From an optimization exercise on the open Yosys and OpenROAD flow, aimed at small area; shortcuts taken in it are not production practice. Where RTL was checked, it was by simulation tests only, not by an equivalence proof against the original.

// htop
module htop (
    rst_n_scl,clk_scl,
    scl_i_vsync,scl_i_hsync,
    scl_i_data_r,scl_i_data_g,scl_i_data_b,
    scl_cfg_mode,scl_cfg_rsz,scl_cfg_flt,scl_i_data_en,
    scl_o_vsync,scl_o_hsync,
    scl_o_data_en,
    scl_o_data_r,scl_o_data_g,scl_o_data_b);
For scale: about 1000 cells after synthesis, ~200 flip-flops, about 60 I/O pins.
clock: 6.5 ns
lec_check: 0
cap_margin: 20
core_margin: 2
core_utilization: 40
cts_buf_list: sky130_fd_sc_hd__clkbuf_8
slew_margin: 20
synth_hierarchical: 1
standard.sh (not shown) runs the stock make flow with config.mk's settings and CLKGATE_MAP_FILE= SYNTH_SCRIPT=/design/flow/synth_recipe.tcl, a recipe that flattens the netlist after the stock synthesis.
==> flow/flow/run.sh <==
#!/bin/bash
# The standard layout (the standard.sh, standard synthesis unchanged), with the port
# buffers made from the smallest buffer cell, and non-critical gates downsized after global routing. make's full output goes to layout.log here;
# each ORFS step also keeps its own log under orfs/logs/.
set -euo pipefail
export BUFFER_PORTS_ARGS="-buffer_cell sky130_fd_sc_hd__buf_1"
export RECOVER_POWER=100
bash standard.sh > layout.log 2>&1
Change:
--- a/flow/design.v
+++ b/flow/design.v
@@ -22,32 +22,32 @@
 output [7:0] scl_o_data_r,scl_o_data_g,scl_o_data_b;
 reg [7:0] r0,r1,r2,r3,r4,r5,ro;
 reg [7:0] g0,g1,g2,g3,g4,g5,go;
 reg [7:0] b0,b1,b2,b3,b4,b5,bo;
 reg e0,e1,e2,e3,e4;         
 reg k2,k3,k4,k5,ko;         
 reg [1:0] cnt;              
 reg [5:0] vsync_d,hsync_d;
 reg vo,ho;
 reg cset1, rev;
-reg selg, xf, yf;
 wire mode = scl_cfg_mode;
 wire keep1 = !mode || (scl_cfg_rsz ? (cnt == 2'd0) : !cnt[0]);
 wire ldr = mode & k2;
 wire ldg = mode & k3;
 wire ldb = mode & k4;
-wire [7:0] xa = selg ? g4 : r3;
-wire [7:0] xb = selg ? g3 : r2;
-wire [7:0] xc = selg ? g2 : r1;
-wire [7:0] xd0 = selg ? g1 : r0;
+wire [7:0] xa = k3 ? g4 : r3;
+wire [7:0] xb = k3 ? g3 : r2;
+wire [7:0] xc = k3 ? g2 : r1;
+wire [7:0] xd0 = k3 ? g1 : r0;
+wire xf = k3 ? (e2 & e1) : (e1 & e0);
 wire [7:0] xd = xf ? xd0 : xc;
-wire [7:0] yd = yf ? b2 : b3;
+wire [7:0] yd = (e3 & e2) ? b2 : b3;
 wire [15:0] ua, ub, uc, ud, uy;
 assign ua = {rev ? yd : b5, rev ? xd : xa};
 assign ub = {rev ? b3 : b4, rev ? xc : xb};
 assign uc = {rev ? b4 : b3, rev ? xb : xc};
 assign ud = {rev ? b5 : yd, rev ? xa : xd};
 wire [7:0] yx = uy[7:0];
 wire [7:0] yy = uy[15:8];
 genvar u;
 generate for (u = 0; u < 2; u = u + 1) begin : unit
     wire [7:0] a = ua[8*u +: 8];
@@ -347,23 +347,20 @@
     g1 <= g0; g3 <= g2;
     g4 <= ldg ? yx : (fg ? g2 : g3);
     g5 <= g4; go <= g5;
     b1 <= b0; b2 <= b1; b4 <= b3;
     b5 <= ldb ? yy : (fb ? b3 : b4);
     bo <= b5;
     cnt <= (e0 & e1) ? cnt + 2'd1 : 2'd0;
     cset1 <= scl_cfg_flt[0] ^ scl_cfg_flt[1];
     rev <= scl_cfg_flt[1];
     e1 <= e0; e2 <= e1; e3 <= e2; e4 <= e3;
-    selg <= k2;
-    xf <= k2 ? (e1 & e0) : (e0 & scl_i_data_en);
-    yf <= e2 & e1;
 end
 always @(posedge clk_scl or negedge rst_n_scl) begin
     if (!rst_n_scl) begin
         e0 <= 0;
         k2 <= 0; k3 <= 0; k4 <= 0; k5 <= 0; ko <= 0;
         vsync_d <= 0; hsync_d <= 0; vo <= 0; ho <= 0;
     end else begin
         e0 <= scl_i_data_en;
         k2 <= e1 & keep1; k3 <= k2; k4 <= k3; k5 <= k4; ko <= k5;
         vsync_d <= {vsync_d[4:0], scl_i_vsync};
Result:
- The new run finished with timing, DRC and antenna clean
- sequential share of layout area decreases by 1.3 points
- clock skew hardly moves
- final cell count rose by 3.8%
- non-clock buffer count went up by 43
- die area came out lower by 1.1%
- global-route usage rises by 0.82 points
- utilization increases by 1.6 points
No functional check of the RTL was part of the first run of this note.


## v6
htop, a different RTL version from the one above (not shown whole).
Size: about 1200 cells after synthesis, about 200 flip-flops, about 13000 um^2 of cells after synthesis.
==> flow/design.v (excerpt) <==
module htop (
    rst_n_scl,clk_scl,
    scl_i_vsync,scl_i_hsync,
    scl_i_data_r,scl_i_data_g,scl_i_data_b,
    scl_cfg_mode,scl_cfg_rsz,scl_cfg_flt,scl_i_data_en,
    scl_o_vsync,scl_o_hsync,
    scl_o_data_en,
    scl_o_data_r,scl_o_data_g,scl_o_data_b);
==> module htop, before the edit <==
module htop (
    rst_n_scl,clk_scl,
    scl_i_vsync,scl_i_hsync,
    scl_i_data_r,scl_i_data_g,scl_i_data_b,
    scl_cfg_mode,scl_cfg_rsz,scl_cfg_flt,scl_i_data_en,
    scl_o_vsync,scl_o_hsync,
    scl_o_data_en,
    scl_o_data_r,scl_o_data_g,scl_o_data_b);
input rst_n_scl,clk_scl;
input scl_i_vsync,scl_i_hsync;
input [7:0] scl_i_data_r,scl_i_data_g,scl_i_data_b;
input scl_i_data_en,scl_cfg_mode,scl_cfg_rsz;
input [1:0] scl_cfg_flt;
output scl_o_vsync,scl_o_hsync;
output scl_o_data_en;
output [7:0] scl_o_data_r,scl_o_data_g,scl_o_data_b;
reg [7:0] r0,r1,r2,r3,r4,r5,ro;
reg [7:0] g0,g1,g2,g3,g4,g5,go;
reg [7:0] b0,b1,b2,b3,b4,b5,bo;
reg e0,e1,e2,e3,e4;         
reg k2,k3,k4,k5,ko;         
reg [1:0] cnt;              
reg [5:0] vsync_d,hsync_d;
reg vo,ho;
reg set1, rev;
wire mode = scl_cfg_mode;
wire keep1 = !mode || (scl_cfg_rsz ? (cnt == 2'd0) : !cnt[0]);
wire ldr = mode & k2;
wire ldg = mode & k3;
wire ldb = mode & k4;
wire [7:0] xa = k3 ? g4 : r3;
wire [7:0] xb = k3 ? g3 : r2;
wire [7:0] xc = k3 ? g2 : r1;
wire [7:0] xd0 = k3 ? g1 : r0;
wire xf = k3 ? e2 : e1;
wire [7:0] xd = xf ? xd0 : xc;
wire [7:0] yx;
pixel_process ux(
    .a(rev ? xd : xa), .b(rev ? xc : xb), .c(rev ? xb : xc), .d(rev ? xa : xd),
    .set1(set1), .y(yx));
wire [7:0] yd = e3 ? b2 : b3;
wire [7:0] yy;
pixel_process uy(
    .a(rev ? yd : b5), .b(rev ? b3 : b4), .c(rev ? b4 : b3), .d(rev ? b5 : yd),
    .set1(set1), .y(yy));
wire fr = e1 & !e2;    
wire fg = e2 & !e3;
wire fb = e3 & !e4;
always @(posedge clk_scl) begin
    if (scl_i_data_en) begin
        r0 <= scl_i_data_r;
        g0 <= scl_i_data_g;
        b0 <= scl_i_data_b;
    end
    r1 <= r0; r2 <= r1;
    r3 <= ldr ? yx : (fr ? r1 : r2);
    r4 <= r3; r5 <= r4; ro <= r5;
    g1 <= g0; g2 <= g1; g3 <= g2;
    g4 <= ldg ? yx : (fg ? g2 : g3);
    g5 <= g4; go <= g5;
    b1 <= b0; b2 <= b1; b3 <= b2; b4 <= b3;
    b5 <= ldb ? yy : (fb ? b3 : b4);
    bo <= b5;
    cnt <= (e0 & e1) ? cnt + 2'd1 : 2'd0;
    set1 <= scl_cfg_flt[0] ^ scl_cfg_flt[1];
    rev <= scl_cfg_flt[1];
    e1 <= e0; e2 <= e1; e3 <= e2; e4 <= e3;
end
always @(posedge clk_scl or negedge rst_n_scl) begin
    if (!rst_n_scl) begin
        e0 <= 0;
        k2 <= 0; k3 <= 0; k4 <= 0; k5 <= 0; ko <= 0;
        vsync_d <= 0; hsync_d <= 0; vo <= 0; ho <= 0;
    end else begin
        e0 <= scl_i_data_en;
        k2 <= e1 & keep1; k3 <= k2; k4 <= k3; k5 <= k4; ko <= k5;
        vsync_d <= {vsync_d[4:0], scl_i_vsync};
        hsync_d <= {hsync_d[4:0], scl_i_hsync};
        vo <= vsync_d[5];
        ho <= hsync_d[5];
    end
end
assign scl_o_data_r = ro;
assign scl_o_data_g = go;
assign scl_o_data_b = bo;
assign scl_o_data_en = ko;
assign scl_o_vsync = vo;
assign scl_o_hsync = ho;
endmodule
clock: 6.5 ns
lec_check: 0
cap_margin: 20
core_margin: 2
core_utilization: 40
cts_buf_list: sky130_fd_sc_hd__clkbuf_8
slew_margin: 20
Scripts as last shown in full above: flow/flow/run.sh
### v6 -> v7
diff --git a/flow/design.v b/flow/design.v
--- a/flow/design.v
+++ b/flow/design.v
@@ -306,10 +306,9 @@
 reg k2,k3,k4,k5,ko;         
 reg [1:0] cnt;              
 reg [5:0] vsync_d,hsync_d;
 reg vo,ho;
-reg set1, rev;
-wire mode = scl_cfg_mode;
+reg mode, set1, rev;
 wire keep1 = !mode || (scl_cfg_rsz ? (cnt == 2'd0) : !cnt[0]);
 wire ldr = mode & k2;
 wire ldg = mode & k3;
 wire ldb = mode & k4;
@@ -346,8 +345,9 @@
     b1 <= b0; b2 <= b1; b3 <= b2; b4 <= b3;
     b5 <= ldb ? yy : (fb ? b3 : b4);
     bo <= b5;
     cnt <= (e0 & e1) ? cnt + 2'd1 : 2'd0;
+    mode <= scl_cfg_mode;
     set1 <= scl_cfg_flt[0] ^ scl_cfg_flt[1];
     rev <= scl_cfg_flt[1];
     e1 <= e0; e2 <= e1; e3 <= e2; e4 <= e3;
 end
Results
- v7 completed every stage of the flow, and the final layout passed the timing, design-rule and antenna checks.
- v7 and v6 ended up with roughly the same final hold slack.
- In v7, the post-route fraction of the period consumed by the critical path came out 0.86 points below the value in v6.
- v7 vs v6 — area of the placeable core climbed by a few percent
- Relative to v6, width of the die increased by 1.6% in v7.
- Going from v6 to v7, design area grew by a few percent.
Function not checked in v7: the RTL went through the layout flow alone.

-- separate check: timing with driven ports --
Ports are ideal in the flow. The routed layouts listed here were re-timed in OpenROAD.
Step 1 sets driving cells, clkbuf_16 on the clock port and buf_2 on the other inputs (assumed; they add their load-dependent delay and slew).
Step 2 adds t to the input delays and takes it off the output delays; t is the mean of the earliest and latest rising clock arrival at the registers after step 1. Input paths then give back, and output paths get back, about the clock's delay inside the block.
a / b / c = no drivers / after step 1 / after step 2; a / b = the first two.
run | t, ns | slack for setup (ns) | hold WS [ns] | worst slew at a driven data input, ns
the first run of note 1 | 0.504 | 0.265 / 0.265 / 0.265 | 0.326 / 0.326 / 0.326 | 0.03
the second run of note 1 | 0.496 | 0.200 / 0.200 / 0.200 | 0.332 / 0.332 / 0.332 | 0.04
v6 | 0.491 | 0.237 / 0.237 / 0.237 | 0.330 / 0.330 / 0.330 | 0.06
v7 | 0.502 | 0.293 / 0.293 / 0.293 | 0.331 / 0.331 / 0.331 | 0.06
After both steps setup and hold are still met in every run listed.
